Background: an optimization exercise with open tools, aiming at small area and a short achievable clock period. Do not read the settings as production practice. At most, simulation tests tie the RTL to the original design; equivalence was not proved.

==> run a: inputs <==
Design dit_fft_8, start of the top module:
module dit_fft_8(clk,rst_n,in1r,in1i,in2r,in2i,in3r,in3i,in4r,in4i,in5r,in5i,in6r,in6i,in7r,in7i,in8r,in8i,y1r,y1i,y2r,y2i,y3r,y3i,y4r,y4i,y5r,y5i,y6r,y6i,y7r,y7i,y8r,y8i,write,start,ready);
clock: 10.0 ns
lec_check: 0
cap_margin: 20
core_margin: 2
core_utilization: 40
setup_slack_margin: 4.3
slew_margin: 20
synth_hierarchical: 1
tns_end_percent: 10
standard.sh (not shown) runs the stock make flow with config.mk's settings and CLKGATE_MAP_FILE= SYNTH_SCRIPT=/design/flow/synth_recipe.tcl, a recipe that flattens the netlist after the stock synthesis.
==> flow/flow/run.sh <==
#!/bin/bash
# The standard layout, with small buffers on the ports (timing repair
# upsizes the ones that need it). make's full output goes to make.log here;
# ORFS keeps each step's own log under orfs/logs.
set -euo pipefail
export BUFFER_PORTS_ARGS="-buffer_cell sky130_fd_sc_hd__buf_2"
bash standard.sh > make.log 2>&1
==> inputs of run b, as changes to run a <==
Settings changed: CORE_UTILIZATION 40 to 50, GPL_ROUTABILITY_DRIVEN from default to 0, SETUP_SLACK_MARGIN 4.3 to 4.1, TNS_END_PERCENT 10 to default.
==> inputs of run c, as changes to run a <==
--- a/flow/design.v
+++ b/flow/design.v
@@ -6,29 +6,25 @@
 output reg ready;
 reg write_n, start_n;
 function [15:0] sm;
 	input [15:0] x;
 	sm = x[15] ? {1'b1, ~x[14:0] + 15'd1} : x;
 endfunction
 function [14:0] orpre;
 	input [14:0] x;
-	reg a0, a1, a2;
-	reg [3:0] gp;
-	integer i, j;
+	reg g1, g2, g3;
+	integer i;
 	begin
-		a0 = |x[3:0];
-		a1 = |x[7:4];
-		a2 = |x[11:8];
-		gp = {a0 | a1 | a2, a0 | a1, a0, 1'b0};
-		for (i = 0; i < 15; i = i + 1) begin
-			orpre[i] = gp[i / 4];
-			for (j = (i / 4) * 4; j < i; j = j + 1)
-				orpre[i] = orpre[i] | x[j];
-		end
+		g1 = |x[3:0];
+		g2 = g1 | (|x[7:4]);
+		g3 = g2 | (|x[11:8]);
+		orpre[0] = 1'b0;
+		for (i = 1; i < 15; i = i + 1)
+			orpre[i] = (i % 4 == 0) ? (i == 4 ? g1 : (i == 8 ? g2 : g3)) : (orpre[i-1] | x[i-1]);
 	end
 endfunction
 function [15:0] tosm;
 	input [15:0] x;
 	reg [15:0] o;
 	reg g1, g2, g3;
 	integer i;
 	begin
Settings changed: CORE_UTILIZATION 40 to 60, PLACE_DENSITY from default to 0.72, SETUP_SLACK_MARGIN 4.3 to 4.1, TNS_END_PERCENT 10 to default.
==> inputs of run d, as changes to run a <==
Settings changed: SETUP_SLACK_MARGIN 4.3 to 4.0, TNS_END_PERCENT 10 to default.
==> results.py <==
metrics = {
    "drt": {
        "wirelength_um": 197000,
    },
    "synth": {
        "syn-instance-count": 5875,
    },
    "grt": {
        "grt_pass1_vias": 46600,
    },
    "run_status": {
        "status": "complete, no violations",
    },
}
The numbers above come from run b.

==> results.py <==
metrics = {
    "final_layout": {
        "fin_nets": 8377,
    },
    "drt": {
        "m1WireLength_um": 88700,
        "vias": 45800,
    },
    "synth": {
        "syn_area_per_cell_sq_um": 11.0,
        "syn-instance-count": 5875,
    },
    "run_status": {
        "status": "complete, no violations",
    },
}
The numbers above come from run a.

==> results.py <==
metrics = {
    "run_status": {
        "status": "complete, no violations",
    },
    "grt": {
        "grt_pass1_vias": 50700,
    },
}
The numbers above come from run c.

==> results.py <==
metrics = {
    "grt": {
        "grt_pass1_vias": 47100,
    },
    "synth": {
        "syn-instance-count": 5875,
    },
    "run_status": {
        "status": "complete, no violations",
    },
    "clocking": {
        "cts_setup_buffers": 52,
    },
    "drt": {
        "wirelength_um": 209000,
    },
}
The numbers above come from run d.

No functional check of the RTL was part of any run of this note.

* * *

==> run K <==
Another version of the RTL of dit_fft_8 (not shown whole).
clock: 10.0 ns
lec_check: 0
cap_margin: 20
core_margin: 2
core_utilization: 40
setup_slack_margin: 4.0
slew_margin: 20
synth_hierarchical: 1
==> flow/flow/run.sh <==
#!/bin/bash
# The standard layout, with small buffers on the ports (timing repair
# upsizes the ones that need it). make's full output goes to make.log here;
# ORFS keeps each step's own log under orfs/logs.
set -euo pipefail
export BUFFER_PORTS_ARGS="-buffer_cell sky130_fd_sc_hd__buf_1"
bash standard.sh > make.log 2>&1
==> inputs of run E, as changes to run K <==
==> flow/flow/run.sh (replaced) <==
#!/bin/bash
# The standard layout, with small buffers on the ports (timing repair
# upsizes the ones that need it). make's full output goes to make.log here;
# ORFS keeps each step's own log under orfs/logs.
set -euo pipefail
export BUFFER_PORTS_ARGS="-buffer_cell sky130_fd_sc_hd__buf_2"
bash standard.sh > make.log 2>&1
Settings changed: SETUP_SLACK_MARGIN 4.0 to 4.2.
==> inputs of run P, as changes to run K <==
==> flow/flow/run.sh (replaced) <==
#!/bin/bash
# The standard layout, with small buffers on the ports (timing repair
# upsizes the ones that need it). make's full output goes to make.log here;
# ORFS keeps each step's own log under orfs/logs.
set -euo pipefail
export BUFFER_PORTS_ARGS="-buffer_cell sky130_fd_sc_hd__buf_2"
bash standard.sh > make.log 2>&1
==> comparison table <==
| item | run E | run K | run P |
|---|---|---|---|
| Result of the run | complete, no violations | complete, no violations | complete, no violations |
| Met3 global-route usage | 2.41% | 2.55% | 2.81% |
| Non-filler cells in the finished layout | 9323 | 9228 | 9204 |
| Proportion of cell area occupied by registers | 18.7% | 19.3% | 19.4% |
| Worst slew margin relative to its limit | 32.0% | 26.8% | 30.8% |
| Wire length of the first global-routing pass | 320 mm | 314 mm | 318 mm |
| DR WL/cell | 23.6 µm | 23.2 µm | 23.5 µm |
| Antenna violations before repair | 6 | 6 | 2 |
| Post-CTS sizing | 276 | 130 | 128 |
| Number of placed cells counting well taps | 8971 | 8987 | 8973 |
| Final worst path period need | 5770 ps | 5920 ps | 5940 ps |
| Launching instance or port of the critical path | X6r[0]$_DFFE_PP_ | in1r[15] | NE1i[3]$_DFFE_PP_ |
| Slowest cell delay on critical path | 460 ps | 910 ps | 490 ps |
| Antenna diode count | 4 | 0 | 0 |
| Area Overhead vs Synth | 18.6% | 14.5% | 14.4% |
| Max Clk Rate | 0.173 GHz | 0.169 GHz | 0.168 GHz |
| Routed via count | 48400 | 47600 | 47700 |
| Clock-pin slew of the registers on the worst-case setup and hold paths | 60 ps | 60 ps | 70 ps |
No run of this note included a check of the RTL's function; only the layout flow was run.

* * *

==> inputs of job 1099 <==
dit_fft_8, a different RTL version from the one above (not shown whole).
Design dit_fft_8, start of the top module:
module dit_fft_8(clk,rst_n,in1r,in1i,in2r,in2i,in3r,in3i,in4r,in4i,in5r,in5i,in6r,in6i,in7r,in7i,in8r,in8i,y1r,y1i,y2r,y2i,y3r,y3i,y4r,y4i,y5r,y5i,y6r,y6i,y7r,y7i,y8r,y8i,write,start,ready);
==> flow/config.mk <==
export PLATFORM = sky130hd
export DESIGN_NAME = dit_fft_8
export DESIGN_NICKNAME = dit_fft_8
export VERILOG_FILES = /design/flow/design.v
export SDC_FILE = /design/flow/constraint.sdc
export NUM_CORES = 4
export LEC_CHECK = 0
export CAP_MARGIN = 20
export CORE_MARGIN = 2
export CORE_UTILIZATION = 40
export SETUP_SLACK_MARGIN = 4.0
export SLEW_MARGIN = 20
export SYNTH_HIERARCHICAL = 1
==> flow/constraint.sdc <==
create_clock -name core_clock -period 10.0 [get_ports {clk}]
set_input_delay 2.0000 -clock core_clock [delete_from_list [all_inputs] [get_ports {clk}]]
set_output_delay 2.0000 -clock core_clock [all_outputs]
set_load 0.01 [all_outputs]
==> flow/flow/run.sh <==
#!/bin/bash
# The standard layout, with small buffers on the ports (timing repair
# upsizes the ones that need it). make's full output goes to make.log here;
# ORFS keeps each step's own log under orfs/logs.
set -euo pipefail
export BUFFER_PORTS_ARGS="-buffer_cell sky130_fd_sc_hd__buf_2"
bash standard.sh > make.log 2>&1
==> inputs of job 2224, as changes to job 1099 <==
Settings changed: SETUP_SLACK_MARGIN 4.0 to 4.5.
==> inputs of job 1627, as changes to job 1099 <==
Settings changed: SETUP_SLACK_MARGIN 4.0 to 3.0.
==> implementation parameters <==
Parameter                              Value

Global route
  Pin count of the biggest net entering global routing ... 161
  Met2 GRT Util ... 41.50%

Detailed routing
  Amount of wire on met2 after detailed routing ... 105400 um
  Per-cell routed wire length ... 23.51 um
  Number of detailed-routing iterations run before antenna repair ... 5

Finish
  Fill cell count ... 16530
  Antenna diodes ... 4

Critical path
  Critical Path Max Stage Delay ... 0.87 ns

Timing
  Period utilization ... 67.49%

Outcome
  Outcome ... finished clean
That was job 1627.
==> implementation parameters <==
Parameter                              Value

Detailed routing
  Per-cell routed wire length ... 24.15 um
  Amount of wire on met2 after detailed routing ... 117700 um
  Number of detailed-routing iterations run before antenna repair ... 5

Outcome
  Outcome ... finished clean

Timing
  Period utilization ... 57.14%

Finish
  Antenna diodes ... 5
  Fill cell count ... 14790
That was job 2224.
==> implementation parameters <==
Parameter                              Value

Finish
  Most used cells in the layout excluding fill and tap cells ... 1392 x inv_1, 986 x fa_1, 844 x ha_1, 506 x edfxtp_1, 504 x buf_2
  Fill cell count ... 16210
  Antenna diodes ... 7

Detailed routing
  Number of detailed-routing iterations run before antenna repair ... 7

Synthesis
  Synth top area share ... 28.51%

Global route
  Pin count of the biggest net entering global routing ... 158
  Met2 GRT Util ... 42.36%

Outcome
  Outcome ... finished clean

Critical path
  Critical Path Max Stage Delay ... 0.59 ns

Timing
  Period utilization ... 59.69%
That was job 1099.

* * *

==> build 3: inputs <==
dit_fft_8, a different RTL version from the one above (not shown whole).
==> flow/config.mk <==
export PLATFORM = sky130hd
export DESIGN_NAME = dit_fft_8
export DESIGN_NICKNAME = dit_fft_8
export VERILOG_FILES = /design/flow/design.v
export SDC_FILE = /design/flow/constraint.sdc
export NUM_CORES = 4
export LEC_CHECK = 0
export CAP_MARGIN = 20
export CORE_MARGIN = 2
export CORE_UTILIZATION = 60
export GPL_ROUTABILITY_DRIVEN = 0
export PLACE_DENSITY = 0.7
export SETUP_SLACK_MARGIN = 4.1
export SLEW_MARGIN = 20
export SYNTH_HIERARCHICAL = 1
==> flow/constraint.sdc <==
create_clock -name core_clock -period 10.0 [get_ports {clk}]
set_input_delay 2.0000 -clock core_clock [delete_from_list [all_inputs] [get_ports {clk}]]
set_output_delay 2.0000 -clock core_clock [all_outputs]
set_load 0.01 [all_outputs]
Scripts as last shown in full above: flow/flow/run.sh
==> inputs of trial 33, as changes to build 3 <==
CORE_UTILIZATION = 40   (was 60)
GPL_ROUTABILITY_DRIVEN = not set   (was 0)
PLACE_DENSITY = not set   (was 0.7)
==> inputs of build 37, as changes to build 3 <==
CORE_UTILIZATION = 50   (was 60)
PLACE_DENSITY = not set   (was 0.7)
SETUP_SLACK_MARGIN = 4.25   (was 4.1)
==> inputs of build 64, as changes to build 3 <==
CORE_UTILIZATION = 50   (was 60)
PLACE_DENSITY = not set   (was 0.7)
==> summary.txt <==
Status
  • Status: complete, no violations

Floorplanning
  • # rows: 129
  • Die Y: 358 um

Final layout
  • N_diodes: 9
  • Clkbuf count: 69

Clock network
  • Post-CTS setup buffers: 50

Global route
  • Initial antenna violation count: 14
  • Met3 usage: 0.0538

Setup path
  • Reg2reg setup slack: 4.19 ns
  • Cell repeated most along the worst path: buf_12
  • Worst setup path start: NS1[0]
  • WP data arrival: 3.83 ns

Place
  • Final HPWL DP: 163 mm

Routing
  • Met1 WL: 80.7 mm

Min path
  • Hold_sp: E1i[11]
[end of results for build 64]
==> summary.txt <==
Clock network
  • Post-CTS setup buffers: 35

Setup path
  • WP data arrival: 3.93 ns
  • Reg2reg setup slack: 4.16 ns
  • Cell repeated most along the worst path: ha_4
  • Worst setup path start: NE3i[9]

Floorplanning
  • # rows: 118

Global route
  • Met3 usage: 0.0689
  • Initial antenna violation count: 17

Synthesis
  • Most common library cells after synthesis: inv_1, fa_1, ha_1

Status
  • Status: complete, no violations

Final layout
  • Clkbuf count: 64
  • N_diodes: 10

Routing
  • Met1 WL: 70.8 mm

Min path
  • Hold_sp: E1r[5]
[end of results for build 3]
==> summary.txt <==
Status
  • Status: complete, no violations

Global route
  • Met3 usage: 0.0459
  • Initial antenna violation count: 16

Clock network
  • Post-CTS setup buffers: 108

Floorplanning
  • Die Y: 358 um
  • # rows: 129

Setup path
  • Reg2reg setup slack: 4.33 ns
  • Cell repeated most along the worst path: or4_4

Place
  • Final HPWL DP: 160 mm

Routing
  • Met1 WL: 78.5 mm

Min path
  • Hold_sp: E3r[2]

Final layout
  • N_diodes: 5
[end of results for build 37]
==> summary.txt <==
Status
  • Status: complete, no violations

Setup path
  • Slowest-stage cell, CP: or4_4
  • WP data arrival: 6.26 ns
  • Worst setup path start: in1i[3]
  • Reg2reg setup slack: 4.29 ns

Clock network
  • Post-CTS setup buffers: 34

Place
  • Final HPWL DP: 170 mm

Global route
  • Initial antenna violation count: 19
  • Met3 usage: 0.0423
  • Routing usage on met2: 0.404

Min path
  • Hold_sp: E1r[0]

Final layout
  • Clkbuf count: 73

Floorplanning
  • Die Y: 400 um
  • # rows: 145
[end of results for trial 33]

==> separate check: timing with driven ports <==
The flow's constraints put no driver on any port. The routed layouts listed below were extracted and timed again, unchanged, in two steps.
Step 1 (the two cells are an assumption about what drives the block):
set clk [get_ports {clk}]
set_driving_cell -lib_cell sky130_fd_sc_hd__clkbuf_16 $clk
set_driving_cell -lib_cell sky130_fd_sc_hd__buf_2 [delete_from_list [all_inputs] $clk]
Step 2 moves the port delays by t, midway between the first and last clock arrival at a register: inputs arrive t later, outputs are due t later. That takes back most of the time a late clock gives input paths.
Slacks: ideal ports / drivers / drivers and shift; pairs: ideal ports / drivers.
run	t, ns	setup slack, ns	worst setup path after step 2	worst register clock-pin slew, ns
run a	0.746	3.975 / 3.921 / 3.339	input to register	0.07 / 0.07
run b	0.752	4.057 / 3.984 / 3.422	input to register	0.07 / 0.07
run c	0.752	4.056 / 3.977 / 3.381	input to register	0.07 / 0.07
run d	0.754	3.943 / 3.898 / 3.237	input to register	0.07 / 0.07
run K	0.756	4.084 / 4.017 / 3.376	input to register	0.07 / 0.07
run E	0.766	4.229 / 4.141 / 3.584	input to register	0.07 / 0.07
run P	0.760	4.064 / 3.985 / 3.401	input to register	0.07 / 0.07
job 1099	0.728	4.031 / 3.950 / 3.403	input to register	0.07 / 0.07
job 2224	0.759	4.286 / 4.209 / 3.708	input to register	0.08 / 0.08
job 1627	0.763	3.251 / 3.172 / 2.622	input to register	0.08 / 0.08
build 3	0.762	4.072 / 3.995 / 3.444	input to register	0.08 / 0.08
trial 33	0.723	4.135 / 4.089 / 3.435	input to register	0.07 / 0.07
build 37	0.740	4.252 / 4.237 / 3.545	input to register	0.07 / 0.07
build 64	0.745	4.169 / 4.091 / 3.437	input to register	0.07 / 0.07
After both steps every run listed still meets setup and hold. The setup slack of build 64, which loses most, moves by -0.078 ns with the drivers and by -0.732 ns with both steps.
